Context: an optimization exercise on an open-source flow, tuned for small area, a short achievable clock period and few clock cycles per item. The choices shown serve that exercise and are no tape-out recipe. RTL that was checked went through simulation tests only; none was proved equivalent to the original. Only the layout flow was run in runs 3 to 5; the RTL was not checked for function there. Power and IR drop assume default switching activity.

==> design/flow/design.v <==
module Processor(clk , rst , imem_addr , imem_data , IR , Loaded , Stored , Out , valid) ;
	input clk ;
	input rst ;
	input [15:0] imem_data ;
	output [15:0] imem_addr ;
	output reg valid ;
	output reg [15:0] Out , Stored , Loaded ;
	output reg [15:0] IR ;
	localparam [255:0] RINIT = {
		16'h1984, 16'h3994, 16'h0CDE, 16'h1CBA, 16'h0102, 16'h1A32, 16'h0414, 16'h22DA,
		16'h1C86, 16'h22E0, 16'h0001, 16'h1C3A, 16'h00AA, 16'h0030, 16'h0020, 16'h0010 } ;
	localparam [255:0] MINIT = {
		16'h1984, 16'h0000, 16'h0CDE, 16'h0000, 16'h0102, 16'h1A32, 16'h0000, 16'h22DA,
		16'h0000, 16'h0000, 16'h0000, 16'h1C3A, 16'h00AA, 16'h0000, 16'h0020, 16'h0001 } ;
	reg [15:0] pc ;
	assign imem_addr = pc ;
	reg [255:0] rf ;    
	reg [255:0] dm ;    
	reg rst_q ;
	reg [15:0] IRd ;
	reg [3:0] d_rb ;      
	reg d_sub ;
	reg vd ;
	always @(posedge clk) begin
		IRd <= imem_data ;
		d_rb <= (imem_data[15:12] == 4'd6) ? imem_data[11:8] : imem_data[3:0] ;
		d_sub <= (imem_data[15:12] == 4'd1) ;
		rst_q <= rst ;
		if (rst) begin
			pc <= 16'd0 ;
			vd <= 1'b0 ;
		end else begin
			pc <= pc + 16'd1 ;
			vd <= 1'b1 ;
		end
	end
	wire [3:0] d_op  = IRd[15:12] ;
	wire [3:0] d_rs1 = IRd[7:4] ;
	wire d_and   = (d_op == 4'd2) ;
	wire d_or    = (d_op == 4'd3) ;
	wire d_xor   = (d_op == 4'd4) ;
	wire d_load  = (d_op == 4'd5) ;
	wire d_store = (d_op == 4'd6) ;
	wire d_sum   = !(d_and || d_or || d_xor || d_load || d_store) ;
	reg [15:0] A , Bx ;   
	reg [15:0] IRe ;
	reg ve ;
	reg c_sub , c_and , c_or , c_xor , c_ld , c_st , c_sum ;
	reg ww ;              
	reg [3:0] wrd ;
	wire [15:0] res ;     
	reg [15:0] Am ;       
	reg [15:0] wen ;      
	wire e_wr = ve && !c_st ;    
	wire fwa = e_wr && (IRe[11:8] == d_rs1) ;
	wire fwb = e_wr && (IRe[11:8] == d_rb) ;
	wire [15:0] rfa = (ww && wrd == d_rs1) ? Out : rf[{d_rs1, 4'b0} +: 16] ;
	wire [15:0] rfb = (ww && wrd == d_rb) ? Out : rf[{d_rb, 4'b0} +: 16] ;
	wire [15:0] opb = fwb ? res : rfb ;
	always @(posedge clk) begin
		A <= fwa ? res : rfa ;
		Am <= 16'd1 << (fwa ? res[3:0] : rfa[3:0]) ;
		wen <= {16{rst}} | ({16{e_wr}} & (16'd1 << IRe[11:8])) ;
		Bx <= d_sub ? ~opb : opb ;
		IRe <= IRd ;
		c_sub <= d_sub ;
		c_and <= d_and ;
		c_or <= d_or ;
		c_xor <= d_xor ;
		c_sum <= d_sum ;
		c_ld <= d_load && vd && !rst ;
		c_st <= d_store && vd && !rst ;
		ve <= vd && !rst ;
	end
	wire [16:0] sum = {A, 1'b1} + {Bx, c_sub} ;    
	reg [15:0] mrd ;
	integer k ;
	always @* begin
		mrd = 16'd0 ;
		for (k = 0 ; k < 16 ; k = k + 1) mrd = mrd | ({16{Am[k]}} & dm[16*k +: 16]) ;
	end
	assign res = ({16{c_sum}} & sum[16:1]) | ({16{c_and}} & (A & Bx)) | ({16{c_or}} & (A | Bx)) |
	             ({16{c_xor}} & (A ^ Bx)) | ({16{c_ld}} & mrd) | ({16{c_st}} & Bx) ;
	wire [15:0] rf_wd_0 = Out & {16{~rst_q}} ;    
	wire [15:0] rf_wd_1 = Out | {16{rst_q}} ;     
	wire [15:0] dm_wd_0 = Bx & {16{~rst_q}} ;
	wire [15:0] dm_wd_1 = Bx | {16{rst_q}} ;
	genvar gi , gj ;
	generate
		for (gi = 0 ; gi < 16 ; gi = gi + 1) begin : row
			wire rf_en = wen[gi] ;
			wire dm_en = rst_q | (c_st && Am[gi]) ;
			for (gj = 0 ; gj < 16 ; gj = gj + 1) begin : col
				always @(posedge clk) begin
					if (rf_en) rf[16*gi + gj] <= RINIT[16*gi + gj] ? rf_wd_1[gj] : rf_wd_0[gj] ;
					if (dm_en) dm[16*gi + gj] <= MINIT[16*gi + gj] ? dm_wd_1[gj] : dm_wd_0[gj] ;
				end
			end
		end
	endgenerate
	always @(posedge clk) begin
		if (rst) begin
			valid <= 1'b0 ;
			ww <= 1'b0 ;
		end else begin
			valid <= ve ;
			ww <= e_wr ;
		end
		if (rst_q) begin
			Loaded <= 16'd0 ;
			Stored <= 16'd0 ;
		end else begin
			if (c_ld) Loaded <= mrd ;
			if (c_st) Stored <= Bx ;
		end
		wrd <= IRe[11:8] ;
		IR <= IRe ;
		Out <= res ;
	end
endmodule
==> design/flow/run.sh <==
#!/bin/bash
# synth_recipe.tcl (not shown) runs the flow's synth.tcl, then flattens the netlist and writes it again
# the make line also repeats each setting of config.mk as NAME=value (left out here)
make -C /OpenROAD-flow-scripts/flow DESIGN_CONFIG=/design/flow/config.mk WORK_HOME=/design/flow/orfs CLKGATE_MAP_FILE= SYNTH_SCRIPT=/design/flow/synth_recipe.tcl finish
==> design/flow/config.mk <==
export PLATFORM = sky130hd
export DESIGN_NAME = Processor
export DESIGN_NICKNAME = Processor
export VERILOG_FILES = /design/flow/design.v
export SDC_FILE = /design/flow/constraint.sdc
export NUM_CORES = 4
export LEC_CHECK = 0
export CAP_MARGIN = 20
export CORE_MARGIN = 2
export CORE_UTILIZATION = 65
export CTS_CLUSTER_DIAMETER = 70
export CTS_CLUSTER_SIZE = 20
export SETUP_SLACK_MARGIN = 3.7
export SLEW_MARGIN = 20
==> design/flow/constraint.sdc <==
create_clock -name core_clock -period 6.0 [get_ports {clk}]
set_input_delay 1.2000 -clock core_clock [delete_from_list [all_inputs] [get_ports {clk}]]
set_output_delay 1.2000 -clock core_clock [all_outputs]
set_load 0.01 [all_outputs]
==> metrics.md, run 1 <==
| Metric | Value |
|---|---|
| Clock latency on the worst-skew pair | `0.61 ns` |
| Max VDD drop | `a little over 0.3 mV` |
| Startpoint type of the worst setup path | `flop` |
| Final Hold Viols | `0` |
| Global-route wire length before repair | `111,000 um` |
| Nets | `2,041` |
| Final GP Congestion | `~0.91` |
| Status | `no timing/DRC/antenna violations` |
| Reg clk slew, reported paths | `0.08 ns` |
| PortBufs | `98` |
| Crit Path Class | `flop to flop` |
| Worst setup EP type | `flop` |
| Synth unique cells | `72` |
| Hpwl dp | `43,900 um` |
| Setup TNS | `0 ns` |
| Post-Syn Area | `between 20,000 and 30,000 sq um` |
| Min Tclk post-route | `between 2 and 3 ns` |
| Seq/Total Area, Yosys | `66.8%` |
| Synth Register Bits | `705` |
| Max clock buf depth | `3` |
| Layout cells sized above 1 | `33.4%` |
| Async set-reset flop share out of synthesis | `0%` |
| CP Data Arrival Time | `3.00 ns` |
| Post-synth EDFFs | `512` |
| Worst relative slew slack | `21.1%` |
| Syn_nets | `1,863` |
| Critical path buffers and inverters | `1` |
| CTS tree | `yes` |
| Max-slew violations | `0` |
| Chip Height | `215 um` |
| DRT Wirelength | `between 70,000 and 80,000 um` |
| Residual DRC count | `0` |
| Die span in x | `215 um` |
| RSZ-0062 raised after global routing | `true` |
| Largest net degree at the start of global routing | `67` |
| Synth warn | `1` |
| CP max FO | `5` |
| Cell chain of the critical path | `inv_2, ha_4, and3_4, a221oi_4, or4_4, and3_4, or4_4, o22ai_2, xnor2_1` |
| CTS Root Cell | `clkbuf_16` |
| Starting Density | `65.5%` |
| Vias in the first global route | `about 17,000` |
| Detailed-route vias per instance | `6.74` |
| Endpoints failing setup | `0` |
| Std-Cell Rows | `77` |
| Core area | `44,000 sq um` |
| Num CTS Buffers | `42` |
| Post-CTS Hold Buffers | `0` |
| Achievable Freq | `0.392 GHz` |
| Initial DRC count | `2,083` |
| Max Cap Viol | `0` |
| Ys flop type | `edfxtp_1` |
| CTS sink cnt | `705` |
| Final ANT Viol Nets | `0` |
| HP Class | `flop to flop` |
| Grt total ovfl | `0` |
| Post-Synthesis Cells | `1,811` |
| Worst slew pin tran | `between 1 and 1.5 ns` |
| H-Tree Depth | `2` |
| CP delay by family, top | `simple AND/OR/NAND/NOR gates` |
| Via count | `around 18,000` |
| Initial antenna violation count | `0` |
| Static leakage | `between 10 and 15 nW` |
| # IOs | `99` |
| Layout Area Growth over Synthesis | `16.3%` |
| Slowest Stage Delay on Critical Path | `0.52 ns` |
| Routed len/inst | `29.2 um` |
| Slowest stage cell, crit path | `or4_4` |
| Required time at the worst-slack endpoint | `~6.5 ns` |
| Pre-Repair DR Iteration Count | `6` |
| Total die area | `~46,000 sq um` |
| Total Power Consumption | `13.0 mW` |
| Tot GR Track Use | `32.9%` |
| Final worst path period share | `42.5%` |
| PD cells | `387 nW/um^2` |
| Clock skew | `0.0297 ns` |
| Syn Area/Cell | `around 16 sq um` |
cells by family (layout without fill, tap and decap cells):
kind of cell / count (synthesis) / in the layout / synth area share (%)
fa+ha+maj: 34 / 34 / 1.50
other cells: 0 / 1 / 0
compound gates: 305 / 305 / 7.88
flops: 705 / 705 / 66.8
buf+inv: 168 / 379 / 2.40
mux: 202 / 202 / 13.9
simple gates: 344 / 345 / 5.96
xor+xnor: 53 / 53 / 1.61
cell usage after synthesis, types with 17 or more instances:
| master | count | area (sq um) |
|---|---|---|
| or2_2 | 29 | 181 |
| mux2i_1 | 39 | 390 |
| dfxtp_1 | 193 | 3860 |
| mux4_2 | 158 | 3560 |
| a22oi_1 | 50 | 375 |
| nor2_1 | 86 | 323 |
| nor2b_1 | 26 | 163 |
| xor2_1 | 24 | 210 |
| o21ai_0 | 20 | 100 |
| xnor2_1 | 29 | 254 |
| inv_1 | 45 | 169 |
| edfxtp_1 | 512 | 15400 |
| nand2_1 | 95 | 357 |
| a22o_1 | 43 | 377 |
| buf_1 | 17 | 63.8 |
| a221oi_1 | 51 | 447 |
| nand3_1 | 18 | 90.1 |
| ha_1 | 33 | 413 |
| a21o_1 | 21 | 158 |
| clkbuf_1 | 77 | 289 |
| buf_2 | 17 | 85.1 |
| a21oi_1 | 43 | 215 |
per-stage QoR:
step	std cells	util [%]	cell area (sq um)	hold WS [ns]	setup slack [ns]
floorplan	1811	-	28900	0.310	3.56
global placement	2415	69.1	30400	0.310	2.75
finish	2616	76.1	33500	0.311	3.45
CTS	2574	74.4	32700	0.319	3.47
global route	2615	76.1	33500	0.320	3.37
detailed placement	2415	69.1	30400	0.313	2.74
worst paths after layout:
check / end / startpoint / slack, ns / depth (start not counted)
max: Bx[13] / Bx[4] / 3.45 / 9
max reg2reg: Bx[13] / Bx[4] / 3.45 / 9
min reg2reg: IRe[3] / IRd[3] / 0.31 / 0
min: IRe[3] / IRd[3] / 0.31 / 0
placed cells by master (no fill, tap or decap), types with 37 or more instances in the layout:
master,synthesis,final
buf_6,0,47
mux4_2,158,158
nor2_1,86,82
clkbuf_16,0,50
a22oi_1,50,50
edfxtp_1,512,512
dfxtp_1,193,95
dfxtp_2,0,61
nand2_1,95,92
dfxtp_4,0,37
buf_2,17,49
a21oi_1,43,40
buf_4,10,114
a22o_1,43,43
a221oi_1,51,46
per-layer routing:
metal	vias to the layer above	wire length [um]	global-route usage (%)
li1	7464	-	-
met1	8865	27100	43.4
met2	1095	38500	56.0
met3	199	7750	5.48
met4	0	3000	11.8
met5	-	0	0
power breakdown:
| group | leakage (nW) | internal, mW | switching (mW) | total, mW |
|---|---|---|---|---|
| Clock | 0.610 | 1.39 | 1.55 | 2.94 |
| Sequential | 6.74 | 6.22 | 0.515 | 6.74 |
| Combinational | 4.67 | 1.57 | 1.72 | 3.30 |
| Total | 12.0 | 9.19 | 3.79 | 13.0 |
cell type report:
| cell class | instances | area [sq um] |
|---|---|---|
| Fill cell | 2669 | 10500 |
| Inverter | 46 | 185 |
| Timing Repair Buffer | 255 | 2430 |
| Tap cell | 592 | 741 |
| Clock inverter | 8 | 71.3 |
| Clock buffer | 70 | 1200 |
| Multi-Input combinational cell | 939 | 9440 |
| Sequential cell | 705 | 19500 |
| Antenna cell | 1 | 2.50 |
sequential cells by signal, summed over array words and instances, names as in the netlist, 3 cells and up:
register and flops:
IR 13, rf 256, Loaded 16, IRe 16, Bx 16, wen 16, wrd 3, pc 16
IRd 16, A 16, Stored 16, Out 16, Am 16, dm 256, d_rb 4
what timing repair did:
item	4_1_cts	5_1_grt
endpoints found under the setup margin	164	143
gates resized for setup	531	74
buffers inserted	76	35
cloned	5	6
pin swaps	32	25
Testbench counts, summed over its fixed seeds: cycles 3,216, instrs 3,200.
==> run 2, diff against run 1 <==
--- a/design/flow/config.mk
+++ b/design/flow/config.mk
@@ -10,4 +10,2 @@
 export CORE_UTILIZATION = 65
-export CTS_CLUSTER_DIAMETER = 70
-export CTS_CLUSTER_SIZE = 20
 export SETUP_SLACK_MARGIN = 3.7
==> run 2 against run 1 <==
  * Synthesized area unchanged
  * Highest routed layer unchanged
  * Global-route usage increased by 1.7 points
  * Sequential power about the same
  * Critical endpoint unchanged
  * Still clean on timing, DRC and antenna
==> metrics.md, run 2 <==
| Metric | Value |
|---|---|
| Status | `no timing/DRC/antenna violations` |
| HP Class | `flop to flop` |
| Achievable Freq | `between 0.3 and 0.4 GHz` |
| Detailed-route vias per instance | `6.76` |
| Final Hold Viols | `0` |
| Die span in x | `about 210 um` |
| Worst relative slew slack | `roughly 20%` |
| Total Power Consumption | `14.4 mW` |
| Residual DRC count | `0` |
| Placed Instances | `2,415` |
| Starting Density | `65.5%` |
| Reg clk slew, reported paths | `approximately 0.070 ns` |
| CTS tree | `yes` |
| Max-slew violations | `0` |
| Largest net degree at the start of global routing | `67` |
| Storage element area | `19,500 sq um` |
| # IOs | `99` |
| Yosys top cell area share | `53.3%` |
| Post-Synthesis Cells | `around 1,800` |
| Area of the multi-input gates | `approximately 9500 sq um` |
| Final GP Congestion | `between 0.9 and 1` |
| Most common cell after layout, fill and taps aside | `edfxtp_1` |
| Core area | `44,000 sq um` |
| Initial antenna violation count | `0` |
| Final worst path period share | `42.8%` |
| Startpoint type of the worst setup path | `flop` |
| Seq/Total Area, Yosys | `roughly 67%` |
| Post-Syn Area | `roughly 29,000 sq um` |
| Crit Path Class | `flop to flop` |
| Clock latency on the worst-skew pair | `0.62 ns` |
| Global-route wire length before repair | `116,000 um` |
| Std-Cell Rows | `77` |
| Via count | `between 15,000 and 20,000` |
| CTS Root Cell | `clkbuf_16` |
| Synth warn | `1` |
| Pre-Repair DR Iteration Count | `5` |
| Final worst slack | `between 3 and 4 ns` |
| Static leakage | `about 12 nW` |
| Min Tclk post-route | `2.57 ns` |
| Number of fill cells | `2,543` |
| Antenna diodes | `0` |
| Hpwl dp | `43,900 um` |
| Required time at the worst-slack endpoint | `6.46 ns` |
| Total die area | `about 46,000 sq um` |
| H-Tree Depth | `3` |
| Routed len/inst | `29.9 um` |
| Grt total ovfl | `0` |
| Yosys top cell by area | `edfxtp_1` |
| Ys flop type | `edfxtp_1` |
| Synth area leaders | `edfxtp_1, dfxtp_1, mux4_2` |
| RSZ-0062 raised after global routing | `true` |
| Worst setup EP type | `flop` |
| Chip Height | `215 um` |
| Final ANT Viol Nets | `0` |
| Layout Area Growth over Synthesis | `19.2%` |
| Setup TNS | `0 ns` |
| PD cells | `418 nW/um^2` |
| DRT Wirelength | `79,200 um` |
| Syn_nets | `1,863` |
| Fin cells | `2,650` |
| Nets | `2,057` |
| Largest regs | `dm x256, rf x256` |
| Layout cells sized above 1 | `35.0%` |
| CP max FO | `8` |
| Clock skew | `0.0197 ns` |
| Initial DRC count | `2,047` |
| Max clock buf depth | `3` |
| Max Cap Viol | `0` |
| Vias in the first global route | `about 18,000` |
| Synth cell count leaders | `edfxtp_1, dfxtp_1, mux4_2` |
| Max VDD drop | `between 0.3 and 0.4 mV` |
| Worst hold slack | `0.323 ns` |
| Num CTS Buffers | `69` |
| CTS sink cnt | `a little over 700` |
| Synth Register Bits | `705` |
| Synth unique cells | `72` |
| CP Data Arrival Time | `3.02 ns` |
| PortBufs | `98` |
| Commonest non-fill, non-tap cells in the layout | `edfxtp_1, mux4_2, buf_4, dfxtp_1, nand2_1` |
| Most numerous cell in the Yosys netlist | `edfxtp_1` |
| Post-synth EDFFs | `slightly above 500` |
| Syn Area/Cell | `~16 sq um` |
| Pre-CTS setup slack | `about 2.7 ns` |
| Tot GR Track Use | `between 30% and 40%` |
| Worst slew pin tran | `1.20 ns` |
| Endpoints failing setup | `0` |
| Async set-reset flop share out of synthesis | `0%` |
[run 2: changes by cell type in the layout (fill, tap and decap cells not counted), moves of 5 or more]
cell and change:
clkbuf_1 -10, buf_4 -5, buf_6 -5, clkbuf_16 +24
dfxtp_2 -7, o21ai_2 +5, dfxtp_1 +5, clkinv_2 +13
nor2_2 +5, o21ai_1 -5
[run 2: metal layers]
metal | up-vias | routed length [um] | part of all wire, % | track usage, %
li1 | 7514 | - | - | -
met1 | 8963 | 27400 | 35 | 43.7
met5 | - | 0 | 0 | 0
met3 | 264 | 8120 | 10 | 6.88
met4 | 0 | 3750 | 4.7 | 16.1
met2 | 1165 | 39900 | 50 | 58.4
[run 2: cell type report]
cell class,count,area share (%)
Inverter,46,0.543
Timing Repair Buffer,244,6.56
Tap cell,592,2.16
Sequential cell,705,56.6
Clock inverter,30,0.670
Clock buffer,94,5.67
Multi-Input combinational cell,939,27.8
[run 2: critical path, stage by stage, from the launching register on]
cell and delay, ns:
dfxtp_2 0.37, inv_1 0.09, ha_4 0.33, clkinvlp_4 0.12
or4_4 0.56, and3_4 0.16, or4_4 0.52, o22ai_4 0.17
xnor2_1 0.08
[run 2: kinds of logic after synthesis]
logic type      after synthesis  share of synthesized area, %
mux                         202                          13.9
compound gates              305                          7.88
buf+inv                     168                          2.40
fa+ha+maj                    34                          1.50
flops                       705                          66.8
xor+xnor                     53                          1.61
simple gates                344                          5.96
[run 2: where the power goes]
| part | switching [mW] | leakage (nW) | internal, mW |
|---|---|---|---|
| Combinational | 1.80 | 4.59 | 1.60 |
| Clock | 1.82 | 1.08 | 2.38 |
| Sequential | 0.531 | 6.74 | 6.23 |
| Total | 4.15 | 12.4 | 10.2 |
[run 2: path summary, 6_finish.rpt]
kind / start / slack (ns) / endpoint / cells after the start
setup reg to reg: Bx[5] / 3.43 / Bx[13] / 8
setup / recovery: Bx[5] / 3.43 / Bx[13] / 8
hold reg to reg: IRe[2] / 0.32 / IR[2] / 0
hold / removal: IRe[2] / 0.32 / IR[2] / 0
[run 2: repair_timing]
| item | 4_1_cts | 5_1_grt |
|---|---|---|
| hold buffers | 0 | 0 |
| endpoints found under the setup margin | 161 | 154 |
| gates cloned | 9 | 1 |
| buffers inserted | 79 | 22 |
| pin swaps | 41 | 25 |
| resized for setup | 544 | 72 |
[run 2: through the flow]
step / utilization [%] / instance area (sq um)
2_1_floorplan: - / 28900
3_3_place_gp: 69.1 / 30400
3_5_place_dp: 69.1 / 30400
4_1_cts: 76.9 / 33800
5_1_grt: 78.0 / 34300
6_report: 78.0 / 34300
==> run 3, diff against run 2 <==
--- a/design/flow/design.v
+++ b/design/flow/design.v
@@ -58,8 +58,8 @@
 	wire [15:0] rfb = (ww && wrd == d_rb) ? Out : rf[{d_rb, 4'b0} +: 16] ;
-	wire [15:0] opb = fwb ? res : rfb ;
+	wire [15:0] nA , nBx , nAm ;
 	always @(posedge clk) begin
-		A <= fwa ? res : rfa ;
-		Am <= 16'd1 << (fwa ? res[3:0] : rfa[3:0]) ;
+		A <= nA ;
+		Am <= nAm ;
 		wen <= {16{rst}} | ({16{e_wr}} & (16'd1 << IRe[11:8])) ;
-		Bx <= d_sub ? ~opb : opb ;
+		Bx <= nBx ;
 		IRe <= IRd ;
@@ -74,11 +74,6 @@
 	end
-	wire [16:0] sum = {A, 1'b1} + {Bx, c_sub} ;    
-	reg [15:0] mrd ;
-	integer k ;
-	always @* begin
-		mrd = 16'd0 ;
-		for (k = 0 ; k < 16 ; k = k + 1) mrd = mrd | ({16{Am[k]}} & dm[16*k +: 16]) ;
-	end
-	assign res = ({16{c_sum}} & sum[16:1]) | ({16{c_and}} & (A & Bx)) | ({16{c_or}} & (A | Bx)) |
-	             ({16{c_xor}} & (A ^ Bx)) | ({16{c_ld}} & mrd) | ({16{c_st}} & Bx) ;
+	wire [15:0] mrd ;
+	Alu alu (.A(A), .Bx(Bx), .Am(Am), .dm(dm), .c_sub(c_sub), .c_sum(c_sum), .c_and(c_and), .c_or(c_or),
+	         .c_xor(c_xor), .c_ld(c_ld), .c_st(c_st), .rfa(rfa), .rfb(rfb), .fwa(fwa), .fwb(fwb), .d_sub(d_sub),
+	         .mrd(mrd), .res(res), .nA(nA), .nBx(nBx), .nAm(nAm)) ;
 	wire [15:0] rf_wd_0 = Out & {16{~rst_q}} ;    
@@ -120 +115,21 @@
 endmodule
+module Alu(A , Bx , Am , dm , c_sub , c_sum , c_and , c_or , c_xor , c_ld , c_st , rfa , rfb , fwa , fwb , d_sub ,
+           mrd , res , nA , nBx , nAm) ;
+	input [15:0] A , Bx , Am , rfa , rfb ;
+	input [255:0] dm ;
+	input c_sub , c_sum , c_and , c_or , c_xor , c_ld , c_st , fwa , fwb , d_sub ;
+	output reg [15:0] mrd ;
+	output [15:0] res , nA , nBx , nAm ;
+	integer k ;
+	always @* begin
+		mrd = 16'd0 ;
+		for (k = 0 ; k < 16 ; k = k + 1) mrd = mrd | ({16{Am[k]}} & dm[16*k +: 16]) ;
+	end
+	wire [16:0] sum = {A, 1'b1} + {Bx, c_sub} ;    
+	assign res = ({16{c_sum}} & sum[16:1]) | ({16{c_and}} & (A & Bx)) | ({16{c_or}} & (A | Bx)) |
+	             ({16{c_xor}} & (A ^ Bx)) | ({16{c_ld}} & mrd) | ({16{c_st}} & Bx) ;
+	assign nA = fwa ? res : rfa ;
+	assign nAm = 16'd1 << nA[3:0] ;
+	wire [15:0] opb = fwb ? res : rfb ;
+	assign nBx = d_sub ? ~opb : opb ;
+endmodule
--- a/design/flow/config.mk
+++ b/design/flow/config.mk
@@ -10,3 +10,7 @@
 export CORE_UTILIZATION = 65
+export CTS_CLUSTER_DIAMETER = 80
+export CTS_CLUSTER_SIZE = 25
 export SETUP_SLACK_MARGIN = 3.7
 export SLEW_MARGIN = 20
+export SYNTH_HIERARCHICAL = 1
+export SYNTH_MINIMUM_KEEP_SIZE = 0
==> run 3 against run 2 <==
  * Still clean on timing, DRC and antenna
  * Flip-flop and latch count did not move
  * Register-to-register slack got worse by 0.06 ns
  * Worst hold slack improved by 0.0095 ns
  * Critical endpoint is now Am[4]
  * Largest power group unchanged
==> metrics.md, run 3 <==
| Metric | Value |
|---|---|
| Syn_nets | `between 1,500 and 2,000` |
| H-Tree Depth | `2` |
| Final Hold Viols | `0` |
| Slowest stage cell, crit path | `mux4_2` |
| RR Endpoint | `Am[4]` |
| Initial DRC count | `1,696` |
| Pre-Repair DR Iteration Count | `5` |
| Fin area | `34,000 sq um` |
| CP Data Arrival Time | `3.11 ns` |
| R2R setup slack | `3.37 ns` |
| Layout Area Growth over Synthesis | `15.5%` |
| Min Tclk post-route | `between 2 and 3 ns` |
| Ys flop type | `edfxtp_1` |
| Worst slew pin tran | `1.12 ns` |
| Commonest non-fill, non-tap cells in the layout | `edfxtp_1, mux4_2, buf_4, mux2i_1, dfxtp_1` |
| Synth cell count leaders | `edfxtp_1, dfxtp_1, mux2i_1` |
| Area of the multi-input gates | `9990 sq um` |
| # IOs | `around 100` |
| Storage element area | `19,500 sq um` |
| Async set-reset flop share out of synthesis | `0%` |
| Startpoint type of the worst setup path | `flop` |
| Max clock buf depth | `3` |
| Hpwl dp | `42,700 um` |
| Seq/Total Area, Yosys | `65.4%` |
| Most numerous cell in the Yosys netlist | `edfxtp_1` |
| Number of fill cells | `around 2,600` |
| Yosys top cell by area | `edfxtp_1` |
| Critical path buffers and inverters | `2` |
| Synth warn | `8` |
| Endpoints failing setup | `0` |
| Post-synth EDFFs | `512` |
| Slowest Stage Delay on Critical Path | `0.51 ns` |
| Max Cap Viol | `0` |
| Worst r2r src | `IRd[4]` |
| Setup TNS | `0 ns` |
| CTS Root Cell | `clkbuf_16` |
| Layout cells sized above 1 | `34.2%` |
| Residual DRC count | `0` |
| Synth unique cells | `72` |
| Clock latency on the worst-skew pair | `0.59 ns` |
| HP Class | `flop to flop` |
| Routed len/inst | `29.3 um` |
| RSZ-0062 raised after global routing | `true` |
| Die span in x | `217 um` |
| Nets | `2,087` |
| Reg clk slew, reported paths | `roughly 0.10 ns` |
| Post-Synthesis Cells | `1,850` |
| Grt total ovfl | `0` |
| Std-Cell Rows | `77` |
| Max-slew violations | `0` |
| Vias in the first global route | `17,800` |
| Largest net degree at the start of global routing | `60` |
| Cell chain of the critical path | `buf_12, mux4_2, mux2i_1, mux2i_2, mux2_2, mux2_4, buf_4, nor4_2` |
| PD cells | `379 nW/um^2` |
| Global-route wire length before repair | `113,000 um` |
| Chip Height | `217 um` |
| Static leakage | `12.5 nW` |
| R2R depth | `8` |
| Synth area leaders | `edfxtp_1, dfxtp_1, mux4_2` |
| CTS tree | `yes` |
| Syn Area/Cell | `about 16 sq um` |
| Final ANT Viol Nets | `0` |
| Worst setup EP type | `flop` |
| Detailed-route vias per instance | `6.78` |
| Achievable Freq | `approximately 0.38 GHz` |
| Synth Register Bits | `705` |
| DRT Wirelength | `77,700 um` |
| Hold Path End | `IRe[1]` |
| Core area | `~44,000 sq um` |
| Final worst path period share | `between 40% and 50%` |
| Num CTS Buffers | `36` |
| Clock skew | `between 0.02 and 0.03 ns` |
| Max VDD drop | `0.277 mV` |
| Worst relative slew slack | `25.7%` |
| CP delay by family, top | `multiplexers` |
| Starting Density | `around 66%` |
| Tot GR Track Use | `33.0%` |
| PortBufs | `98` |
| Final GP Congestion | `0.922` |
| Initial antenna violation count | `1` |
| CP max FO | `9` |
| CTS sink cnt | `705` |
| Post-Syn Area | `a little under 30,000 sq um` |
| Largest regs | `dm x256, rf x256` |
| Hold_sp | `IRd[1]` |
| Cells on Worst Hold Path | `0` |
| Yosys top cell area share | `52.2%` |
| Via count | `18,000` |
| Total die area | `47,000 sq um` |
| Crit Path Class | `flop to flop` |
| Worst hold slack | `0.333 ns` |
| Post-placement cell area | `31,100 sq um` |
| Status | `no timing/DRC/antenna violations` |
| Required time at the worst-slack endpoint | `between 6 and 7 ns` |
| Post-CTS Hold Buffers | `0` |
| Most common cell after layout, fill and taps aside | `edfxtp_1` |
[run 3: cells by family (layout without fill, tap and decap cells)]
group,after synthesis,in the layout,synth area share (%)
DFF,705,705,65.4
and+or+nand+nor,300,300,5.45
muxes,308,308,16.2
AOI/OAI and AO/OA,283,283,7.55
xor gates and xnor gates,45,45,1.34
other,0,1,0
adders and majority gates,34,34,1.47
buffers and inverters,175,382,2.65
[run 3: cell type report]
| type | count | area share (%) |
|---|---|---|
| Inverter | 57 | 0.651 |
| Timing Repair Buffer | 265 | 7.36 |
| Antenna cell | 1 | 0.00736 |
| Multi-Input combinational cell | 970 | 29.4 |
| Clock buffer | 51 | 2.91 |
| Tap cell | 592 | 2.18 |
| Sequential cell | 705 | 57.3 |
| Clock inverter | 9 | 0.261 |
[run 3: repair_timing]
action	4_1_cts	5_1_grt
gates cloned	6	7
setup buffers	87	22
pin swaps	32	18
hold endpoints to repair	0	0
resized for setup	554	65
endpoints found under the setup margin	188	324
[run 3: layer usage]
metal | up-vias | track usage, % | share of wire [%]
met5 | - | 0 | 0
met4 | 0 | 12.0 | 4.0
met3 | 209 | 5.51 | 9.0
met2 | 1015 | 57.4 | 51
met1 | 9110 | 42.1 | 36
li1 | 7645 | - | -
[run 3: worst max path at each step]
stage,from,to,slack (ns),cells past startpoint
after detailed placement,d_rb[0],Bx[15],2.77,8
after global placement,d_rb[0],Bx[11],2.83,7
after global routing,IRd[4],Am[4],3.35,8
after CTS,A[0],Bx[15],3.53,8
final,IRd[4],Am[4],3.37,8
after floorplan,Bx[7],A[13],3.70,9
[run 3: report_power, final]
group	total [mW]	internal, mW	switching, mW
registers	6.69	6.23	0.456
logic	3.50	1.59	1.91
clock network	2.71	1.19	1.52
[run 3: through the flow]
stage                     worst slack [ns]  std cells  util, %  power, mW
after CTS                             3.53       2620     75.2       12.6
final                                 3.37       2650     76.6       12.9
after global routing                  3.35       2650     76.6       13.4
after detailed placement              2.77       2467     70.0       9.49
after global placement                2.83       2466     69.9       9.38
after floorplan                       3.70       1850        -       8.44
[run 3: Yosys stat by module, one instance, submodules excluded]
| module | times used | cells | area [sq um] |
|---|---|---|---|
| Alu | 1 | 546 | 3810 |
| Processor | 1 | 1304 | 25600 |
[run 3: worst register-to-register path, delay by kind of cell, from the launching register on]
family                 cells  cell delay [ns]
multiplexers               5             1.52
flip-flops                 1             0.38
buffers and inverters      2             0.31
AND/OR/NAND/NOR            1             0.30
==> run 4, diff against run 3 <==
--- a/design/flow/config.mk
+++ b/design/flow/config.mk
@@ -10,4 +10,2 @@
 export CORE_UTILIZATION = 65
-export CTS_CLUSTER_DIAMETER = 80
-export CTS_CLUSTER_SIZE = 25
 export SETUP_SLACK_MARGIN = 3.7
==> run 4 against run 3 <==
  * Synthesized area did not move
  * Routed wire length grew 6.2%
  * Core utilization increased by 3.8 points
  * Synthesized cell count unchanged
==> metrics.md, run 4 <==
| Metric | Value |
|---|---|
| H-Tree Depth | `3` |
| Detailed-route vias per instance | `~6.8` |
| Commonest non-fill, non-tap cells in the layout | `edfxtp_1, buf_4, mux4_2, mux2i_1, dfxtp_1` |
| Most frequent CP cell | `o211ai_1` |
| Final ANT Viol Nets | `0` |
| Slowest Stage Delay on Critical Path | `0.38 ns` |
| Initial antenna violation count | `1` |
| Final worst path period share | `roughly 43%` |
| Synth area leaders | `edfxtp_1, dfxtp_1, mux4_2` |
| Syn_nets | `1,902` |
| Vias in the first global route | `approximately 18,000` |
| CP delay by family, top | `compound AO/OA/AOI/OAI gates` |
| Hpwl dp | `42,700 um` |
| Pre-Repair DR Iteration Count | `6` |
| Worst r2r src | `Bx[0]` |
| Core area | `between 40,000 and 50,000 sq um` |
| Global-route wire length before repair | `around 120,000 um` |
| Crit. path cell count | `12` |
| Status | `no timing/DRC/antenna violations` |
| RSZ-0062 raised after global routing | `true` |
| Static leakage | `13.2 nW` |
| CP startpoint | `Bx[0]` |
| Synth cell count leaders | `edfxtp_1, dfxtp_1, mux2i_1` |
| Total Power Consumption | `14.7 mW` |
| Layout cells sized above 1 | `a little over a third` |
| Max VDD drop | `0.498 mV` |
| Ys flop type | `edfxtp_1` |
| Startpoint type of the worst setup path | `flop` |
| Synth Register Bits | `705` |
| Post-synth EDFFs | `512` |
| Cells on Worst Hold Path | `0` |
| DRT Wirelength | `82,600 um` |
| Chip Height | `217 um` |
| Nets | `2,141` |
| Max Cap Viol | `0` |
| Max clock buf depth | `3` |
| PortBufs | `98` |
| Slowest stage cell, crit path | `o211ai_1` |
| Max-slew violations | `0` |
| Most common cell after layout, fill and taps aside | `edfxtp_1` |
| Largest regs | `dm x256, rf x256` |
| CTS tree | `yes` |
| Min Tclk post-route | `approximately 2.6 ns` |
| Async set-reset flop share out of synthesis | `0%` |
| Fin area | `~36,000 sq um` |
| Residual DRC count | `0` |
| Worst slew pin tran | `1.17 ns` |
| Num CTS Buffers | `just under 70` |
| Syn Area/Cell | `15.9 sq um` |
| Reg clk slew, reported paths | `0.06 ns` |
| Worst relative slew slack | `22.2%` |
| CP max FO | `4` |
| Post-CTS Hold Buffers | `0` |
| Post-placement cell area | `~31,000 sq um` |
| Layout Area Growth over Synthesis | `21.2%` |
| Clock skew | `0.0251 ns` |
| Clock latency on the worst-skew pair | `0.62 ns` |
| Final GP Congestion | `0.922` |
| Most numerous cell in the Yosys netlist | `edfxtp_1` |
| Required time at the worst-slack endpoint | `6.49 ns` |
| Fin cells | `2,737` |
| Achievable Freq | `0.388 GHz` |
| Final Hold Viols | `0` |
| PD cells | `413 nW/um^2` |
| Tot GR Track Use | `34.0%` |
| Antenna diodes | `0` |
| Seq/Total Area, Yosys | `65.4%` |
| Post-Syn Area | `29,400 sq um` |
| CP Data Arrival Time | `3.07 ns` |
| Synth unique cells | `72` |
| Yosys top cell area share | `52.2%` |
| Critical path buffers and inverters | `4` |
| R2R depth | `12` |
| Worst setup EP type | `flop` |
| Largest net degree at the start of global routing | `60` |
| CTS sink cnt | `705` |
| Crit Path Class | `flop to flop` |
| Yosys top cell by area | `edfxtp_1` |
| Placed Instances | `2,467` |
| # IOs | `99` |
| Via count | `18,600` |
| Die span in x | `217 um` |
| Total die area | `47,000 sq um` |
| HP Class | `flop to flop` |
| CTS Root Cell | `clkbuf_16` |
| Routed len/inst | `30.2 um` |
| Post-Synthesis Cells | `1,850` |
| Synth warn | `8` |
| Cell chain of the critical path | `buf_6, buf_6, ha_4, a21oi_4, o211ai_1, buf_4, o211ai_1, buf_4, a31oi_2, o211ai_1, mux2i_1, xnor2_1` |
| Std-Cell Rows | `77` |
| Initial DRC count | `between 2,000 and 2,500` |
| Grt total ovfl | `0` |
| Setup TNS | `0 ns` |
| Hold_sp | `IRd[1]` |
| Endpoints failing setup | `0` |
| Starting Density | `about two thirds` |
==> run 4: cell count changes in the layout (fill, tap and decap cells not counted), moves of 5 or more <==
cell / change
a21oi_1: -6
a21oi_2: +5
buf_2: -13
buf_4: +6
buf_6: +21
clkbuf_16: +39
clkbuf_8: +5
clkinv_1: +12
clkinv_2: +12
dfxtp_1: +10
dfxtp_2: -10
mux2i_2: +5
==> run 4: worst register-to-register path, cell delays in order, from the launching register on <==
cell,delay [ns]
dfxtp_4,0.35
buf_6,0.12
buf_6,0.12
ha_4,0.17
a21oi_4,0.15
o211ai_1,0.12
buf_4,0.16
o211ai_1,0.38
buf_4,0.20
a31oi_2,0.09
o211ai_1,0.31
mux2i_1,0.15
xnor2_1,0.14
==> run 4: path summary, 6_finish.rpt <==
check	to	slack [ns]
max	Bx[12]	3.42
min	IRe[1]	0.33
max reg2reg	Bx[12]	3.42
min reg2reg	IRe[1]	0.33
==> run 4: logic make-up after synthesis <==
logic type | after synthesis | share of synthesized area, %
buffers and inverters | 175 | 2.65
AOI/OAI and AO/OA | 283 | 7.55
muxes | 308 | 16.2
and+or+nand+nor | 300 | 5.45
DFF | 705 | 65.4
xor gates and xnor gates | 45 | 1.34
adders and majority gates | 34 | 1.47
==> run 4: modules after synthesis (local to each module, per instance) <==
module | copies in the design | flip-flops and latches | area [sq um] | cells
Processor | 1 | 705 | 25600 | 1304
Alu | 1 | 0 | 3810 | 546
==> run 4: layout make-up <==
class / instances / area (sq um)
Sequential cell: 705 / 19500
Multi-Input combinational cell: 971 / 10100
Fill cell: 2319 / 8740
Timing Repair Buffer: 285 / 2860
Clock buffer: 88 / 1970
Tap cell: 592 / 741
Clock inverter: 39 / 288
Inverter: 57 / 221
==> run 4: timing repair <==
action,in CTS,in global routing
setup endpoints to repair,193,335
pin swaps,41,38
setup buffers,88,39
gates cloned,8,8
gates resized for setup,551,110
==> run 4: per-stage QoR <==
step           setup slack [ns]  hold WS (ns)  util [%]
5_1_grt                    3.36         0.331      80.3
4_1_cts                    3.55         0.326      78.2
2_1_floorplan              3.70         0.310         -
3_3_place_gp               2.83         0.311      69.9
3_5_place_dp               2.77         0.312      70.0
6_report                   3.42         0.327      80.3
==> run 4: layer usage <==
metal	wire, um	GRT usage [%]	part of all wire, %	vias to the layer above
met2	42000	58.9	51	1169
met5	0	0	0	-
li1	-	-	-	7776
met1	29100	43.1	35	9399
met4	3730	13.8	4.5	0
met3	7720	5.93	9.3	254
==> run 4: where the power goes <==
| part | switching [mW] | internal, mW | total, mW |
|---|---|---|---|
| clock | 1.84 | 2.46 | 4.30 |
| sequential | 0.471 | 6.24 | 6.71 |
| combinational | 2.03 | 1.70 | 3.73 |
| total | 4.34 | 10.4 | 14.7 |
==> run 5, diff against run 4 <==
--- a/design/flow/design.v
+++ b/design/flow/design.v
@@ -58,6 +58,6 @@
 	wire [15:0] rfb = (ww && wrd == d_rb) ? Out : rf[{d_rb, 4'b0} +: 16] ;
-	wire [15:0] nA , nBx , nAm ;
+	wire [15:0] nA , nBx ;
 	always @(posedge clk) begin
 		A <= nA ;
-		Am <= nAm ;
+		Am <= 16'd1 << nA[3:0] ;
 		wen <= {16{rst}} | ({16{e_wr}} & (16'd1 << IRe[11:8])) ;
@@ -74,6 +74,11 @@
 	end
-	wire [15:0] mrd ;
-	Alu alu (.A(A), .Bx(Bx), .Am(Am), .dm(dm), .c_sub(c_sub), .c_sum(c_sum), .c_and(c_and), .c_or(c_or),
-	         .c_xor(c_xor), .c_ld(c_ld), .c_st(c_st), .rfa(rfa), .rfb(rfb), .fwa(fwa), .fwb(fwb), .d_sub(d_sub),
-	         .mrd(mrd), .res(res), .nA(nA), .nBx(nBx), .nAm(nAm)) ;
+	reg [15:0] mrd ;
+	integer k ;
+	always @* begin
+		mrd = 16'd0 ;
+		for (k = 0 ; k < 16 ; k = k + 1) mrd = mrd | ({16{Am[k]}} & dm[16*k +: 16]) ;
+	end
+	Alu alu (.A(A), .Bx(Bx), .c_sub(c_sub), .c_sum(c_sum), .c_and(c_and), .c_or(c_or), .c_xor(c_xor),
+	         .c_ld(c_ld), .c_st(c_st), .mrd(mrd), .rfa(rfa), .rfb(rfb), .fwa(fwa), .fwb(fwb), .d_sub(d_sub),
+	         .res(res), .nA(nA), .nBx(nBx)) ;
 	wire [15:0] rf_wd_0 = Out & {16{~rst_q}} ;    
@@ -115,14 +120,7 @@
 endmodule
-module Alu(A , Bx , Am , dm , c_sub , c_sum , c_and , c_or , c_xor , c_ld , c_st , rfa , rfb , fwa , fwb , d_sub ,
-           mrd , res , nA , nBx , nAm) ;
-	input [15:0] A , Bx , Am , rfa , rfb ;
-	input [255:0] dm ;
+module Alu(A , Bx , c_sub , c_sum , c_and , c_or , c_xor , c_ld , c_st , mrd , rfa , rfb , fwa , fwb , d_sub ,
+           res , nA , nBx) ;
+	input [15:0] A , Bx , mrd , rfa , rfb ;
 	input c_sub , c_sum , c_and , c_or , c_xor , c_ld , c_st , fwa , fwb , d_sub ;
-	output reg [15:0] mrd ;
-	output [15:0] res , nA , nBx , nAm ;
-	integer k ;
-	always @* begin
-		mrd = 16'd0 ;
-		for (k = 0 ; k < 16 ; k = k + 1) mrd = mrd | ({16{Am[k]}} & dm[16*k +: 16]) ;
-	end
+	output [15:0] res , nA , nBx ;
 	wire [16:0] sum = {A, 1'b1} + {Bx, c_sub} ;    
@@ -131,3 +129,2 @@
 	assign nA = fwa ? res : rfa ;
-	assign nAm = 16'd1 << nA[3:0] ;
 	wire [15:0] opb = fwb ? res : rfb ;
--- a/design/flow/config.mk
+++ b/design/flow/config.mk
@@ -10,2 +10,4 @@
 export CORE_UTILIZATION = 65
+export CTS_CLUSTER_DIAMETER = 70
+export CTS_CLUSTER_SIZE = 20
 export SETUP_SLACK_MARGIN = 3.7
==> run 5 against run 4 <==
  * Worst hold slack worse by 0.00067 ns
  * Register-to-register slack worse by 0.11 ns
  * Synthesized cell count up 4.4%
  * Still clean
  * Clock skew up 0.0036 ns
  * Global-route usage up 1.3 points
  * Non-clock buffer count up 32
  * First-iteration DRC count up 21%
  * Fmax down 4.2%
  * Via count up 0.87%
  * Routed wire length up 2.7%
  * Critical path depth up 1
  * Flip-flop and latch count unchanged
==> metrics.md, run 5 <==
| Metric | Value |
|---|---|
| Status | `no timing/DRC/antenna violations` |
| Met3 wire length | `8060 um` |
| CP max FO | `6` |
| CTS Root Cell | `clkbuf_16` |
| Max Used Layer | `met5` |
| Final GP Congestion | `between 0.8 and 0.9` |
| Total Power Consumption | `approximately 14 mW` |
| Reg clk slew, reported paths | `approximately 0.080 ns` |
| Num CTS Buffers | `43` |
| Max Cap Viol | `0` |
| Std-Cell Rows | `78` |
| Pre-CTS setup slack | `about 2.6 ns` |
| Number of fill cells | `2,470` |
| Sw frac | `31.4%` |
| Most numerous cell in the Yosys netlist | `edfxtp_1` |
| Nets | `2,221` |
| Starting Density | `65.4%` |
| Clock latency on the worst-skew pair | `0.62 ns` |
| Endpoints failing setup | `0` |
| Cell chain of the critical path | `buf_4, clkbuf_16, a22oi_1, nand2_1, nor4_4, buf_4, inv_2, a221oi_2, o311a_1, buf_6, a21oi_4, buf_6, nor3_1` |
| Post-Syn Area | `around 29,000 sq um` |
| Final ANT Viol Nets | `0` |
| RSZ-0062 raised after global routing | `true` |
| Net Sw Power | `4.42 mW` |
| Residual DRC count | `0` |
| Slowest stage cell, crit path | `dfxtp_4` |
| Required time at the worst-slack endpoint | `6.52 ns` |
| Min Tclk post-route | `2.69 ns` |
| Part of the power in registers | `48.3%` |
| Seq/Total Area, Yosys | `65.3%` |
| Int Pwr | `a little under 10 mW` |
| Routed met2 length | `41,000 um` |
| Synth unique cells | `65` |
| Crit path capture | `Am[8]` |
| Pre-Repair DR Iteration Count | `5` |
| PD cells | `394 nW/um^2` |
| Hpwl dp | `~47,000 um` |
| Initial antenna violation count | `4` |
| Synth warn | `7` |
| Post-Synthesis Cells | `between 1,500 and 2,000` |
| R2R setup slack | `3.31 ns` |
| HP Class | `flop to flop` |
| CTS tree | `yes` |
| Routed len/inst | `between 30 and 40 um` |
| Max VDD drop | `0.240 mV` |
| Largest net degree at the start of global routing | `61` |
| Max-slew violations | `0` |
| Synth area leaders | `edfxtp_1, dfxtp_1, mux4_2` |
| Worst setup EP type | `flop` |
| Yosys top cell by area | `edfxtp_1` |
| Worst relative slew slack | `between 10% and 20%` |
| Clock skew | `0.0287 ns` |
| Final Hold Viols | `0` |
| CP Data Arrival Time | `3.21 ns` |
| Core area | `45,100 sq um` |
| Via count | `18,800` |
| R2R depth | `13` |
| Achievable Freq | `0.371 GHz` |
| Max clock buf depth | `3` |
| Ys flop type | `edfxtp_1` |
| DRT Wirelength | `84,800 um` |
| Global-route wire length before repair | `roughly 120,000 um` |
| Detailed-route vias per instance | `6.71` |
| Syn Area/Cell | `15.3 sq um` |
| Chip Height | `around 220 um` |
| Antenna diodes | `0` |
| Worst slew pin tran | `1.24 ns` |
| CP delay by family, top | `buffers and inverters` |
| # IOs | `99` |
| Syn_nets | `1,984` |
| Setup TNS | `0 ns` |
| Tot GR Track Use | `35.3%` |
| Initial DRC count | `between 2,000 and 2,500` |
| PortBufs | `between 90 and 100` |
| Crit Path Class | `flop to flop` |
| Slowest Stage Delay on Critical Path | `0.36 ns` |
| Post-synth EDFFs | `512` |
| H-Tree Depth | `2` |
| Synth cell count leaders | `edfxtp_1, dfxtp_1, a22oi_1` |
| Final worst path period share | `between 40 and 50%` |
| Yosys top cell area share | `52.2%` |
| Clock Power Share | `21.7%` |
| Async set-reset flop share out of synthesis | `0%` |
| Die span in x | `217 um` |
| Crit. path cell count | `13` |
| Part of the power in combinational logic | `30.0%` |
| Startpoint type of the worst setup path | `flop` |
| Post-CTS Hold Buffers | `0` |
| CTS sink cnt | `705` |
| Critical path buffers and inverters | `6` |
| Layout cells sized above 1 | `between 40% and 50%` |
| Commonest non-fill, non-tap cells in the layout | `edfxtp_1, buf_4, mux4_2, mux2i_1, nand2_1` |
| Most common cell after layout, fill and taps aside | `edfxtp_1` |
| Layout Area Growth over Synthesis | `21.2%` |
| Vias in the first global route | `18,600` |
| Synth Register Bits | `705` |
| M1 wire length | `30,800 um` |
| Grt total ovfl | `0` |
| Static leakage | `about 13 nW` |
| RR Endpoint | `Am[8]` |
| Largest regs | `dm x256, rf x256` |
| CP startpoint | `Am[14]` |
| Final worst slack | `3.31 ns` |
| Total die area | `47,100 sq um` |
| Worst r2r src | `Am[14]` |
run 5: cell types whose count changed after synthesis, moves of 11 or more:
cell / delta
a22oi_1: +120
nand2_1: +70
a221oi_1: -59
a22o_1: -58
nor4_1: +18
mux2i_1: -17
a211oi_1: +16
nand4_1: -12
inv_1: +11
run 5: per-module statistics from Yosys, one instance, submodules excluded:
| module | area (sq um) | flops+latches | times used | cells inside |
|---|---|---|---|---|
| Alu | 2310 | 0 | 1 | 351 |
| Processor | 27200 | 705 | 1 | 1581 |
run 5: worst register-to-register path: stages, from the launching register on:
cell and delay [ns]:
dfxtp_4 0.36, buf_4 0.14, clkbuf_16 0.15, a22oi_1 0.21, nand2_1 0.14, nor4_4 0.23
buf_4 0.20, inv_2 0.06, a221oi_2 0.27, o311a_1 0.24, buf_6 0.14, a21oi_4 0.10
buf_6 0.16, nor3_1 0.20
run 5: power by group through the flow:
stage | Combinational (mW) | Clock, mW | Sequential, mW
detailed placement | 2.80 | 0 | 6.87
floorplan | 1.88 | 0 | 6.58
global placement | 2.74 | 0 | 6.83
CTS | 3.74 | 3.05 | 6.75
finish | 4.22 | 3.06 | 6.80
global route | 4.41 | 3.24 | 6.86
run 5: through the flow:
| stage | utilization, % | hold WS (ns) | cell area [sq um] | std cells |
|---|---|---|---|---|
| 2_1_floorplan | - | 0.310 | 29700 | 1932 |
| 3_3_place_gp | 69.0 | 0.310 | 31100 | 2559 |
| 3_5_place_dp | 69.1 | 0.312 | 31100 | 2559 |
| 4_1_cts | 77.2 | 0.325 | 34800 | 2762 |
| 5_1_grt | 79.2 | 0.332 | 35700 | 2796 |
| 6_report | 79.2 | 0.326 | 35700 | 2796 |
run 5: worst min-delay path by stage:
stage | from | to | slack, ns | cells past startpoint
after floorplan | IRe[0] | IR[0] | 0.31 | 0
after global routing | IRe[5] | IR[5] | 0.33 | 0
after global placement | IRe[12] | IR[12] | 0.31 | 0
after detailed placement | IRe[5] | IR[5] | 0.31 | 0
final | IRe[7] | IR[7] | 0.33 | 0
after CTS | IRd[1] | IRe[1] | 0.32 | 0
run 5: logic make-up after synthesis:
group	Yosys count	share of synthesized area, %
buffers and inverters	190	2.81
flip-flops	705	65.3
AO/OA/AOI/OAI	304	7.59
XOR/XNOR	53	1.58
adder cells (fa/ha/maj)	34	1.47
AND/OR/NAND/NOR	357	5.83
multiplexers	289	15.4
run 5: final cells by class:
type / instances / area [sq um] / share of cell area (%)
clock inverter: 11 / 119 / 0.333
inverter: 65 / 244 / 0.683
tap: 600 / 751 / 2.10
clock buffer: 61 / 1190 / 3.32
sequential: 705 / 19500 / 54.6
timing repair buffer: 317 / 3300 / 9.25
multi-input combinational: 1037 / 10600 / 29.8
run 5: layer usage:
metal | vias up | GRT usage, %
li1 | 7899 | -
met1 | 9452 | 46.8
met5 | - | 0
met3 | 251 | 5.44
met4 | 6 | 18.6
met2 | 1152 | 57.3
run 5: repair_timing:
item / CTS / global route
resized for setup: 702 / 124
setup buffers: 122 / 30
pin swaps: 75 / 52
setup endpoints to repair: 145 / 160
gates cloned: 9 / 4
==> run 6, diff against run 5 <==
--- a/design/flow/design.v
+++ b/design/flow/design.v
@@ -22,2 +22,3 @@
 	reg d_sub ;
+	reg [15:0] ra_oh , rb_oh ;    
 	reg vd ;
@@ -27,2 +28,4 @@
 		d_sub <= (imem_data[15:12] == 4'd1) ;
+		ra_oh <= 16'd1 << imem_data[7:4] ;
+		rb_oh <= 16'd1 << ((imem_data[15:12] == 4'd6) ? imem_data[11:8] : imem_data[3:0]) ;
 		rst_q <= rst ;
@@ -56,10 +59,20 @@
 	wire fwb = e_wr && (IRe[11:8] == d_rb) ;
-	wire [15:0] rfa = (ww && wrd == d_rs1) ? Out : rf[{d_rs1, 4'b0} +: 16] ;
-	wire [15:0] rfb = (ww && wrd == d_rb) ? Out : rf[{d_rb, 4'b0} +: 16] ;
-	wire [15:0] nA , nBx ;
+	reg [15:0] rda , rdb ;
+	integer k ;
+	always @* begin
+		rda = 16'd0 ;
+		rdb = 16'd0 ;
+		for (k = 0 ; k < 16 ; k = k + 1) begin
+			rda = rda | ({16{ra_oh[k]}} & rf[16*k +: 16]) ;
+			rdb = rdb | ({16{rb_oh[k]}} & rf[16*k +: 16]) ;
+		end
+	end
+	wire [15:0] rfa = (ww && wrd == d_rs1) ? Out : rda ;
+	wire [15:0] rfb = (ww && wrd == d_rb) ? Out : rdb ;
+	wire [15:0] opb = fwb ? res : rfb ;
 	always @(posedge clk) begin
-		A <= nA ;
-		Am <= 16'd1 << nA[3:0] ;
+		A <= fwa ? res : rfa ;
+		Am <= 16'd1 << (fwa ? res[3:0] : rfa[3:0]) ;
 		wen <= {16{rst}} | ({16{e_wr}} & (16'd1 << IRe[11:8])) ;
-		Bx <= nBx ;
+		Bx <= d_sub ? ~opb : opb ;
 		IRe <= IRd ;
@@ -74,11 +87,11 @@
 	end
+	wire [16:0] sum = {A, 1'b1} + {Bx, c_sub} ;    
 	reg [15:0] mrd ;
-	integer k ;
+	integer m ;
 	always @* begin
 		mrd = 16'd0 ;
-		for (k = 0 ; k < 16 ; k = k + 1) mrd = mrd | ({16{Am[k]}} & dm[16*k +: 16]) ;
+		for (m = 0 ; m < 16 ; m = m + 1) mrd = mrd | ({16{Am[m]}} & dm[16*m +: 16]) ;
 	end
-	Alu alu (.A(A), .Bx(Bx), .c_sub(c_sub), .c_sum(c_sum), .c_and(c_and), .c_or(c_or), .c_xor(c_xor),
-	         .c_ld(c_ld), .c_st(c_st), .mrd(mrd), .rfa(rfa), .rfb(rfb), .fwa(fwa), .fwb(fwb), .d_sub(d_sub),
-	         .res(res), .nA(nA), .nBx(nBx)) ;
+	assign res = ({16{c_sum}} & sum[16:1]) | ({16{c_and}} & (A & Bx)) | ({16{c_or}} & (A | Bx)) |
+	             ({16{c_xor}} & (A ^ Bx)) | ({16{c_ld}} & mrd) | ({16{c_st}} & Bx) ;
 	wire [15:0] rf_wd_0 = Out & {16{~rst_q}} ;    
@@ -120,13 +133 @@
 endmodule
-module Alu(A , Bx , c_sub , c_sum , c_and , c_or , c_xor , c_ld , c_st , mrd , rfa , rfb , fwa , fwb , d_sub ,
-           res , nA , nBx) ;
-	input [15:0] A , Bx , mrd , rfa , rfb ;
-	input c_sub , c_sum , c_and , c_or , c_xor , c_ld , c_st , fwa , fwb , d_sub ;
-	output [15:0] res , nA , nBx ;
-	wire [16:0] sum = {A, 1'b1} + {Bx, c_sub} ;    
-	assign res = ({16{c_sum}} & sum[16:1]) | ({16{c_and}} & (A & Bx)) | ({16{c_or}} & (A | Bx)) |
-	             ({16{c_xor}} & (A ^ Bx)) | ({16{c_ld}} & mrd) | ({16{c_st}} & Bx) ;
-	assign nA = fwa ? res : rfa ;
-	wire [15:0] opb = fwb ? res : rfb ;
-	assign nBx = d_sub ? ~opb : opb ;
-endmodule
--- a/design/flow/config.mk
+++ b/design/flow/config.mk
@@ -12,5 +12,4 @@
 export CTS_CLUSTER_SIZE = 20
-export SETUP_SLACK_MARGIN = 3.7
+export SETUP_SLACK_MARGIN = 3.85
 export SLEW_MARGIN = 20
-export SYNTH_HIERARCHICAL = 1
-export SYNTH_MINIMUM_KEEP_SIZE = 0
+export TNS_END_PERCENT = 30
==> run 6 against run 5 <==
  * Fmax grew 9.8%
  * Highest routed layer is now met4
  * Die area shrank 2.1%
  * Flip-flop and latch count grew 32
  * Routed wire length grew 6.3%
  * Sequential share of layout area grew 5.5 points
  * Cell count grew 3.3%
==> metrics.md, run 6 <==
| Metric | Value |
|---|---|
| Post-placement cell area | `around 30,000 sq um` |
| Number of fill cells | `2,772` |
| Crit. path cell count | `9` |
| Most numerous cell in the Yosys netlist | `edfxtp_1` |
| Final ANT Viol Nets | `0` |
| Clock skew | `between 0.02 and 0.025 ns` |
| H-Tree Depth | `2` |
| Worst relative slew slack | `18.2%` |
| Starting Density | `65.5%` |
| Synth unique cells | `between 60 and 70` |
| Startpoint type of the worst setup path | `flop` |
| CTS Root Cell | `clkbuf_16` |
| Hpwl dp | `slightly above 50,000 um` |
| Fin area | `33,500 sq um` |
| Min Tclk post-route | `between 2 and 2.5 ns` |
| Most common cell after layout, fill and taps aside | `edfxtp_1` |
| Max-slew violations | `0` |
| Max clock buf depth | `3` |
| Final worst path period share | `40.9%` |
| Core area | `44,000 sq um` |
| Nets | `2,321` |
| Detailed-route vias per instance | `7.07` |
| Max VDD drop | `0.313 mV` |
| Critical path buffers and inverters | `1` |
| Worst slew pin tran | `1.23 ns` |
| Initial DRC count | `2,954` |
| Synth area leaders | `edfxtp_1, dfxtp_1, a22oi_1` |
| Post-Synthesis Cells | `2,131` |
| Cell chain of the critical path | `fa_2, a21oi_2, o211ai_1, buf_4, a221oi_4, nand4b_1, o211ai_1, o21ai_1, xnor2_1` |
| Slowest Stage Delay on Critical Path | `0.41 ns` |
| RR Endpoint | `Bx[15]` |
| Placed Instances | `2,710` |
| Worst hold slack | `0.323 ns` |
| Layout Area Growth over Synthesis | `16.2%` |
| Final Hold Viols | `0` |
| Achievable Freq | `around 0.41 GHz` |
| Yosys top cell by area | `edfxtp_1` |
| R2R depth | `9` |
| Most frequent CP cell | `o211ai_1` |
| CTS tree | `yes` |
| Syn Area/Cell | `13.5 sq um` |
| Largest regs | `dm x256, rf x256` |
| Required time at the worst-slack endpoint | `6.52 ns` |
| Vias in the first global route | `20,200` |
| Hold Path End | `IR[4]` |
| Status | `no timing/DRC/antenna violations` |
| Total Power Consumption | `12.8 mW` |
| Synth warn | `1` |
| CTS sink cnt | `737` |
| Post-synth EDFFs | `512` |
| Global-route wire length before repair | `131,000 um` |
| Syn_nets | `2,183` |
| Layout cells sized above 1 | `25.1%` |
| HP Class | `flop to flop` |
| Yosys top cell area share | `53.3%` |
| Seq/Total Area, Yosys | `68.9%` |
| Pre-Repair DR Iteration Count | `9` |
| Cells on Worst Hold Path | `0` |
| Num CTS Buffers | `43` |
| Max Cap Viol | `0` |
| Clock latency on the worst-skew pair | `about 0.60 ns` |
| Final GP Congestion | `0.933` |
| Pre-CTS setup slack | `3.07 ns` |
| Crit Path Class | `flop to flop` |
| CP Data Arrival Time | `2.98 ns` |
| Endpoints failing setup | `0` |
| Synth cell count leaders | `edfxtp_1, dfxtp_1, a22oi_1` |
| Largest net degree at the start of global routing | `72` |
| Routed len/inst | `31.2 um` |
| Final core occ | `76.1%` |
| Hold_sp | `IRe[4]` |
| Std-Cell Rows | `77` |
| Commonest non-fill, non-tap cells in the layout | `edfxtp_1, a22oi_1, nor2_1, buf_4, dfxtp_1` |
| CP max FO | `4` |
| Synth Register Bits | `737` |
| PortBufs | `roughly 100` |
| PD cells | `382 nW/um^2` |
| RSZ-0062 raised after global routing | `true` |
| Async set-reset flop share out of synthesis | `0%` |
| Die span in x | `215 um` |
| Fin cells | `roughly 2,900` |
| DRT Wirelength | `90,100 um` |
| Slowest stage cell, crit path | `fa_2` |
| Worst r2r src | `Bx[0]` |
| Worst setup EP type | `flop` |
| Post-Syn Area | `28,900 sq um` |
| Chip Height | `roughly 210 um` |
| Setup TNS | `0 ns` |
| Initial antenna violation count | `0` |
| Post-CTS Hold Buffers | `0` |
| # IOs | `99` |
| Grt total ovfl | `0` |
| Static leakage | `12.1 nW` |
| Reg clk slew, reported paths | `0.08 ns` |
| Via count | `20,400` |
| R2R setup slack | `3.55 ns` |
| Total die area | `46,100 sq um` |
| Tot GR Track Use | `about two fifths` |
| Final worst slack | `3.55 ns` |
| CP delay by family, top | `compound AO/OA/AOI/OAI gates` |
| Antenna diodes | `0` |
| Residual DRC count | `0` |
| Ys flop type | `edfxtp_1` |
-- run 6: cell count changes after synthesis, moves of 52 or more --
cell / previous run / this run
a221oi_1: 3 / 96
a22o_1: 1 / 96
a22oi_1: 137 / 201
mux2i_1: 118 / 22
mux4_2: 128 / 0
nor2_1: 86 / 138
-- run 6: worst max-delay path by stage --
| stage | startpoint | endpoint | slack [ns] |
|---|---|---|---|
| 2_1_floorplan | Bx[13] | A[14] | 3.71 |
| 3_3_place_gp | rst | vd | 3.13 |
| 3_5_place_dp | imem_data[15] | rb_oh[1] | 3.07 |
| 4_1_cts | Out[3] | Out[3] | 3.66 |
| 5_1_grt | Bx[0] | Bx[11] | 3.48 |
| 6_report | Bx[0] | Bx[15] | 3.55 |
-- run 6: logic make-up after synthesis --
kind of cell | synth area share, %
and+or+nand+nor | 8.31
adders and majority gates | 1.50
AOI/OAI and AO/OA | 15.7
xor gates and xnor gates | 1.55
DFF | 68.9
muxes | 1.17
buffers and inverters | 2.87
-- run 6: worst register-to-register path, cell delays in order, from the launching register on --
cell      delay, ns
dfxtp_4        0.37
fa_2           0.42
a21oi_2        0.17
o211ai_1       0.25
buf_4          0.24
a221oi_4       0.26
nand4b_1       0.19
o211ai_1       0.17
o21ai_1        0.20
xnor2_1        0.14
-- run 6: timing repair --
| item | 4_1_cts | 5_1_grt |
|---|---|---|
| cloned | 2 | 0 |
| endpoints found under the setup margin | 410 | 524 |
| pin swaps | 43 | 23 |
| resized for setup | 700 | 43 |
| setup buffers | 90 | 13 |
-- run 6: metal layers --
layer / wire length (um) / track usage [%] / vias up / part of all wire, %
li1: - / - / 8510 / -
met1: 30500 / 48.3 / 9906 / 34
met2: 42500 / 63.4 / 1610 / 47
met3: 11500 / 9.82 / 406 / 13
met4: 5680 / 21.3 / 0 / 6.3
met5: 0 / 0 / - / 0
-- run 6: where the power goes --
part,total [mW],switching (mW),internal [mW]
registers,6.92,0.511,6.40
logic,2.87,1.68,1.19
clock network,3.00,1.59,1.41
total,12.8,3.78,9.01
-- run 6: layout make-up --
class | count | area [sq um] | area share [%]
clock buffers | 69 | 1230 | 3.66
repair buffers | 248 | 2290 | 6.84
inverters | 52 | 208 | 0.620
multi-input cells | 1187 | 8900 | 26.6
well taps | 592 | 741 | 2.21
clock inverters | 3 | 23.8 | 0.0709
flip-flops and latches | 737 | 20100 | 60.0
Testbench counts of run 6, summed over its fixed seeds: cycles 3,216, instrs 3,200.
==> run 7, diff against run 6 <==
--- a/design/flow/config.mk
+++ b/design/flow/config.mk
@@ -9,7 +9,6 @@
 export CORE_MARGIN = 2
-export CORE_UTILIZATION = 65
+export CORE_UTILIZATION = 72
 export CTS_CLUSTER_DIAMETER = 70
 export CTS_CLUSTER_SIZE = 20
-export SETUP_SLACK_MARGIN = 3.85
+export SETUP_SLACK_MARGIN = 3.7
 export SLEW_MARGIN = 20
-export TNS_END_PERCENT = 30
==> run 7 against run 6 <==
  * The layout now fails its checks (capacitance limit, slew limit)
  * Clock skew is 0.021 ns higher
  * Cell count down 3.9%
  * Highest routed layer is now met5
  * Register-to-register slack better by 0.04 ns
  * Flip-flop and latch count did not move
  * Fmax rose by 1.8%
  * Synthesized cell count unchanged
  * Critical path type unchanged
  * First-iteration DRC count up 31%
  * Via count increased by 1.6%
  * Clock power up 4%
  * Core utilization increased by 6.5 points
==> metrics.md, run 7 <==
| Metric | Value |
|---|---|
| Status | `finished with violations` |
| Layout check faults | `capacitance limit, slew limit` |
| CTS sink cnt | `737` |
| Yosys top cell by area | `edfxtp_1` |
| Pre-Repair DR Iteration Count | `9` |
| Routed len/inst | `32.6 um` |
| Final worst path period share | `between 40% and 50%` |
| Most common cell after layout, fill and taps aside | `edfxtp_1` |
| Max-slew violations | `16` |
| Reg clk slew, reported paths | `~0.090 ns` |
| Chip Height | `204 um` |
| Layout Area Growth over Synthesis | `13.5%` |
| Die span in x | `around 200 um` |
| Final GP Congestion | `between 0.9 and 1` |
| DRT Wirelength | `90,500 um` |
| Worst relative slew slack | `-14.6%` |
| CTS Root Cell | `clkbuf_16` |
| Clock latency on the worst-skew pair | `0.64 ns` |
| CTS tree | `yes` |
| Global-route wire length before repair | `128,000 um` |
| Crit Path Class | `flop to flop` |
| Storage element area | `20,200 sq um` |
| Max Cap Viol | `1` |
| Async set-reset flop share out of synthesis | `0%` |
| R2R setup slack | `around 3.6 ns` |
| Layout cells sized above 1 | `22.9%` |
| CP Data Arrival Time | `~2.9 ns` |
| Syn_nets | `between 2,000 and 2,500` |
| Max VDD drop | `0.308 mV` |
| Worst slew pin tran | `1.71 ns` |
| Startpoint type of the worst setup path | `flop` |
| Tot GR Track Use | `between 40% and 50%` |
| Residual DRC count | `0` |
| Fin area | `32,700 sq um` |
| Core area | `39,600 sq um` |
| Vias in the first global route | `20,400` |
| Max clock buf depth | `3` |
| Final Hold Viols | `0` |
| Endpoints failing setup | `0` |
| Num CTS Buffers | `44` |
| Ys flop type | `edfxtp_1` |
| # IOs | `99` |
| Synth area leaders | `edfxtp_1, dfxtp_1, a22oi_1` |
| Achievable Freq | `0.415 GHz` |
| Post-synth EDFFs | `512` |
| Area of the multi-input gates | `between 8000 and 9000 sq um` |
| Synth unique cells | `a little under 70` |
| Largest net degree at the start of global routing | `52` |
| Nets | `~2,300` |
run 7: cell counts after synthesis:
Identical to the previous run, type by type.
run 7: layout make-up:
type,count,share of cell area [%]
diodes,1,0.00764
clock buffers,65,3.60
clock inverters,9,0.333
inverters,52,0.623
multi-input cells,1187,26.8
flip-flops and latches,737,61.6
well taps,525,2.01
repair buffers,198,5.03
run 7: path summary, 6_finish.rpt:
kind / depth (start not counted) / to / start
max reg2reg: 8 / Bx[15] / Bx[0]
min reg2reg: 0 / IRe[9] / IRd[9]
min: 0 / IRe[9] / IRd[9]
max: 8 / Bx[15] / Bx[0]
run 7: repair_timing:
| action | in CTS | in global routing |
|---|---|---|
| cloned | 1 | 1 |
| buffers inserted | 49 | 20 |
| resized for setup | 573 | 102 |
| hold endpoints to repair | 0 | 0 |
| pin swaps | 20 | 29 |
| endpoints found under the setup margin | 231 | 100 |
| hold buffers | 0 | 0 |
run 7: per-layer routing:
layer	track usage, %	up-vias	wire length (um)	share of wire (%)
met2	68.2	1948	41000	45
met1	52.4	9841	28500	31
li1	-	8417	-	-
met5	0	-	139	0.15
met3	12.9	543	13800	15
met4	24.0	4	7110	7.9
run 7: critical path, stage by stage, from the launching register on:
cell and delay (ns):
dfxtp_4 0.37, fa_2 0.38, a21oi_2 0.18, o211ai_1 0.26, a2111oi_2 0.45, nor3_1 0.09
o211ai_1 0.31, o21ai_1 0.14, xnor2_1 0.13
run 7: logic make-up (layout without fill, tap and decap cells):
logic type | after synthesis | after routing | synth area share, %
flops | 737 | 737 | 68.9
mux | 32 | 32 | 1.17
buf+inv | 209 | 324 | 2.87
xor+xnor | 51 | 51 | 1.55
compound gates | 587 | 587 | 15.7
simple gates | 481 | 483 | 8.31
other cells | 0 | 1 | 0
fa+ha+maj | 34 | 34 | 1.50
run 7: per-stage QoR:
| stage | std cells | power (mW) | utilization, % | setup WS [ns] | hold WS [ns] |
|---|---|---|---|---|---|
| final | 2774 | 12.7 | 82.6 | 3.59 | 0.323 |
| after global routing | 2773 | 13.1 | 82.6 | 3.52 | 0.336 |
| after CTS | 2752 | 12.3 | 81.0 | 3.63 | 0.325 |
| after detailed placement | 2628 | 9.02 | 76.0 | 3.08 | 0.313 |
| after global placement | 2628 | 8.93 | 76.0 | 3.15 | 0.310 |
| after floorplan | 2131 | 8.10 | - | 3.71 | 0.310 |
run 7: power breakdown:
group	internal, mW	switching (mW)	total (mW)
registers	6.40	0.600	7.00
logic	1.07	1.54	2.61
clock network	1.43	1.67	3.11

Check on run 7: ideal ports give 3.593 ns setup slack; a clkbuf_16 on the clock port and buf_2 on the inputs give 3.593 ns; moving port delays by the midpoint clock arrival (0.671 ns) as well gives 3.084 ns.
